This is an optimization exercise on Yosys and OpenROAD, whose aim is a short achievable clock period and few clock cycles, not a production implementation. Function was checked by simulation only, so behaviour that the tests miss may differ from the original. The clock port is modelled as an ideal driver, which makes a skipped or thinned clock tree look cheaper than it is; a real chip needs a root buffer or a tree. Power and IR drop assume default switching activity.

Setup of lane 2:
## top
module top (
    input logic clk,
    input logic reset,
    output logic [4:0] curr_inst_addr,
    input logic [15:0] curr_inst,
    output logic write_enable_dmem,
    output logic [3:0] write_addr_dmem,
    output logic [7:0] write_data_dmem,
    output logic halted
);
Size in the first run: about 2,600 cells after synthesis, roughly 37 I/O pins.
Settings: LEC_CHECK=0, CAP_MARGIN=20, CORE_MARGIN=2, CORE_UTILIZATION=40, SETUP_SLACK_MARGIN=2.5, SLEW_MARGIN=20, SYNTH_HIERARCHICAL=1, SYNTH_MINIMUM_KEEP_SIZE=0; clock period 4.2 ns.
standard.sh (not shown) runs the stock make flow with config.mk's settings and CLKGATE_MAP_FILE= SYNTH_SCRIPT=/design/flow/synth_recipe.tcl, a recipe that flattens the netlist after the stock synthesis.
==> flow/flow/run.sh <==
#!/bin/bash
# Own flow: the standard layout (standard.sh) with two changes:
#  - the clock tree is built by flow/pre_cts.tcl (a two-level balanced tree)
#    instead of TritonCTS;
#  - full- and half-adder cells are added to DONT_USE_CELLS (flow/dont_use.txt
#    is the platform's list plus those), so abc maps adders as plain gates.
# Every tool's output goes to the ORFS logs under orfs/logs and to standard.log.
set -euo pipefail
export PRE_CTS_TCL="$PWD/flow/pre_cts.tcl"
du="$(tr '\n' ' ' < flow/dont_use.txt)"
sed "s|\"\${@:-finish}\"|DONT_USE_CELLS=\"$du\" \"\${@:-finish}\"|" standard.sh > standard_nofa.sh
bash standard_nofa.sh ${FLOW_STANDARD_TARGETS:-} > standard.log 2>&1
Other scripts of this flow, unchanged in this note and not shown: flow/flow/dont_use.txt, flow/flow/mycts.tcl, flow/flow/pre_cts.tcl
Testbench counts of lane 2, summed over its fixed seeds: cycles 24,272.
What lane 3 does differently from lane 2 at the input level:
diff --git a/flow/config.mk b/flow/config.mk
--- a/flow/config.mk
+++ b/flow/config.mk
@@ -11 +11,2 @@
-export SETUP_SLACK_MARGIN = 2.5
+export PLACE_DENSITY = 0.5
+export SETUP_SLACK_MARGIN = 3.0
Notes after the runs:
- Run comparison: lane 2 busiest metal layer after global routing met2; lane 3 busiest metal layer after global routing met1
- Share of the clock period used by the worst path after layout is higher on lane 3
- Design area, lane 2 and lane 3: higher on lane 3
- Proportion of power drawn by the clock network: lane 3 < lane 2
- The first-pass GRT wire length in lane 3 is 1.14 times that in lane 2.
- Compared with lane 2, in lane 3 aggregate global-route resource usage moved up; worst-path maximum fanout moved up; synthesized area level.
No run of this note takes its clock network from TritonCTS; it comes from the design's own scripts or RTL.


job 101:
top, a different RTL version from the one above (not shown whole).
For scale: ~570 flip-flops, ~0.022 mm2 of cells after synthesis.
## top
module top (
    input logic clk,
    input logic reset,
    output logic [4:0] curr_inst_addr,
    input logic [15:0] curr_inst,
    output logic write_enable_dmem,
    output logic [3:0] write_addr_dmem,
    output logic [7:0] write_data_dmem,
    output logic halted
);
clock: 4.2 ns
lec_check: 0
cap_margin: 20
core_margin: 2
core_utilization: 40
setup_slack_margin: 3.3
slew_margin: 20
synth_hierarchical: 1
synth_minimum_keep_size: 0
==> flow/flow/run.sh <==
#!/bin/bash
# Own flow: the standard layout (standard.sh) with two changes:
#  - the clock tree is built by flow/pre_cts.tcl (a two-level balanced tree,
#    see flow/mycts.tcl) instead of TritonCTS;
#  - the cells in flow/dont_use.txt are kept out of synthesis and timing
#    repair: the platform's own DONT_USE_CELLS list, plus full and half adders,
#    slow 3- and 4-input OR/NOR and AOI/OAI cells, 4-input muxes and delay
#    cells, so that abc and the resizer build the logic from faster cells.
# Every tool's output goes to the ORFS logs under orfs/logs and to standard.log.
set -euo pipefail
export PRE_CTS_TCL="$PWD/flow/pre_cts.tcl"
du="$(tr '\n' ' ' < flow/dont_use.txt)"
sed "s|\"\${@:-finish}\"|DONT_USE_CELLS=\"$du\" \"\${@:-finish}\"|" standard.sh > standard_du.sh
bash standard_du.sh ${FLOW_STANDARD_TARGETS:-} > standard.log 2>&1
Other scripts of this flow, unchanged in this note and not shown: flow/flow/dont_use.txt, flow/flow/mycts.tcl, flow/flow/pre_cts.tcl
Testbench counts of job 101, summed over its fixed seeds: cycles 24,759.
## Diff of input files: job 104 against job 101
# job 101
export LEC_CHECK = 0
export CAP_MARGIN = 20
export CORE_MARGIN = 2
export CORE_UTILIZATION = 40
export SETUP_SLACK_MARGIN = 3.3
export SLEW_MARGIN = 20
export SYNTH_HIERARCHICAL = 1
export SYNTH_MINIMUM_KEEP_SIZE = 0
create_clock -name core_clock -period 4.2 [get_ports {clk}]
# job 104
export LEC_CHECK = 0
export CAP_MARGIN = 20
export CORE_MARGIN = 2
export CORE_UTILIZATION = 40
export SETUP_SLACK_MARGIN = 2.7
export SLEW_MARGIN = 20
export SYNTH_HIERARCHICAL = 1
export SYNTH_MINIMUM_KEEP_SIZE = 0
create_clock -name core_clock -period 4.2 [get_ports {clk}]
Notes after the runs:
Job 101 → job 104: worst hold slack after final layout went down by 42 ps; share of the final layout cell area in sequential cells went up by 5.8 points; number of core rows was more or less identical.
reg -> reg as the class of the most critical setup path was reported by job 101, and reg -> out by job 104.
No run of this note takes its clock network from TritonCTS; it comes from the design's own scripts or RTL.


run 1:
top again, from the RTL that the note above started with.
export LEC_CHECK = 0
export CAP_MARGIN = 20
export CORE_MARGIN = 2
export CORE_UTILIZATION = 40
export PLACE_DENSITY = 0.65
export SETUP_SLACK_MARGIN = 3.0
export SLEW_MARGIN = 20
export SYNTH_HIERARCHICAL = 1
export SYNTH_MINIMUM_KEEP_SIZE = 0
create_clock -name core_clock -period 4.2 [get_ports {clk}]
==> flow/flow/pre_cts.tcl <==
# PRE_CTS_TCL hook: replace TritonCTS with a two-level balanced clock tree
# (4 root buffers on the clock port, each driving about 6 leaf buffers, each
# leaf buffer driving a cluster of about 21 flip-flops; see mycts.tcl).
source [file join [file dirname [info script]] mycts.tcl]
rename clock_tree_synthesis orig_clock_tree_synthesis
proc clock_tree_synthesis {args} {
  mycts_build 24 4 sky130_fd_sc_hd__clkbuf_16 sky130_fd_sc_hd__clkbuf_16
}
Scripts as last shown in full above: flow/flow/run.sh
Other scripts of this flow, unchanged in this note and not shown: flow/flow/dont_use.txt, flow/flow/mycts.tcl
Testbench counts of run 1, summed over its fixed seeds: cycles 24,759.
Input-level comparison between run 2 and run 1:
# run 1
export LEC_CHECK = 0
export CAP_MARGIN = 20
export CORE_MARGIN = 2
export CORE_UTILIZATION = 40
export PLACE_DENSITY = 0.65
export SETUP_SLACK_MARGIN = 3.0
export SLEW_MARGIN = 20
export SYNTH_HIERARCHICAL = 1
export SYNTH_MINIMUM_KEEP_SIZE = 0
create_clock -name core_clock -period 4.2 [get_ports {clk}]
# run 2
export LEC_CHECK = 0
export CAP_MARGIN = 20
export CORE_MARGIN = 2
export CORE_UTILIZATION = 40
export SETUP_SLACK_MARGIN = 3.0
export SLEW_MARGIN = 20
export SYNTH_HIERARCHICAL = 1
export SYNTH_MINIMUM_KEEP_SIZE = 0
create_clock -name core_clock -period 4.2 [get_ports {clk}]
diff --git a/flow/flow/pre_cts.tcl b/flow/flow/pre_cts.tcl
--- a/flow/flow/pre_cts.tcl
+++ b/flow/flow/pre_cts.tcl
@@ -7 +7 @@
-  mycts_build 24 4 sky130_fd_sc_hd__clkbuf_16 sky130_fd_sc_hd__clkbuf_16
+  mycts_build 28 4 sky130_fd_sc_hd__clkbuf_16 sky130_fd_sc_hd__clkbuf_16
## What came out
- Run 2: PASS, flow complete, no timing, DRC or antenna violations
- Run 2 vs. run 1: via count roughly the same, footprint of the flip-flops and latches roughly the same.
- From run 1 to run 2 the numbers moved as follows: total power of the final layout went up 1.7%, largest stage delay on the critical path went up, worst setup slack increased by 0.0077 ns relative to the old numbers, met3 global-route usage lost 0.15 points.
- Comparing run 2 with run 1, the final area came out essentially unchanged.
- Fraction of power consumed by combinational cells: run 2 vs run 1 down 0.4 points
- For run 2, the termination of the worst setup path was pc[1], unlike run 1, where it was pc_o[0].
- Cmp run 2 vs run 1: final wirelength higher in run 2
- Transition time at the pin with the least slew margin (run 2 over run 1): increase, 0.012 ns
diff inputs: run 2 => run 3
diff --git a/flow/flow/pre_cts.tcl b/flow/flow/pre_cts.tcl
--- a/flow/flow/pre_cts.tcl
+++ b/flow/flow/pre_cts.tcl
@@ -7 +7 @@
-  mycts_build 28 4 sky130_fd_sc_hd__clkbuf_16 sky130_fd_sc_hd__clkbuf_16
+  mycts_build 24 4 sky130_fd_sc_hd__clkbuf_16 sky130_fd_sc_hd__clkbuf_16
==> comparison <==
Run 3 reached the final stage; the timing, DRC and antenna checks on its layout passed. The cell area after layout on run 2 is in line with that on run 3. Diff run 2..run 3 | layout cell share with drive strength beyond 1 | negligible. Routed wire in run 3 totals less than in run 2.
No run of this note takes its clock network from TritonCTS; it comes from the design's own scripts or RTL.

-- separate check: timing with driven ports --
The results above use ideal ports. As a check the final layouts listed here were re-extracted and re-timed, cells and wires unchanged.
Step 1: set_driving_cell puts a clkbuf_16 on clk and a buf_2 on each other input, an assumption about the parent block.
Step 2 times the ports against the registers' clock, not the clock port: input delays grow and output delays shrink by t, the midpoint of the rising clock arrivals with the driver on.
Three values: ideal, step 1, step 2; two values: the first two.
run | t (ns) | slack for setup (ns) | worst data-port slew with drivers (ns)
lane 2 | 0.482 | 2.305 / 2.241 / 2.004 | 0.16
lane 3 | 0.484 | 2.254 / 2.197 / 2.004 | 0.19
job 101 | 0.496 | 2.375 / 2.353 / 2.052 | 0.16
job 104 | 0.486 | 2.439 / 2.307 / 2.089 | 0.14
run 1 | 0.497 | 2.423 / 2.303 / 1.978 | 0.20
run 2 | 0.495 | 2.431 / 2.319 / 1.824 | 0.40
run 3 | 0.497 | 2.441 / 2.304 / 1.841 | 0.41
After both steps setup and hold are still met in every run listed. The setup slack of run 2, which loses most, moves by -0.112 ns with the drivers and by -0.607 ns with both steps.
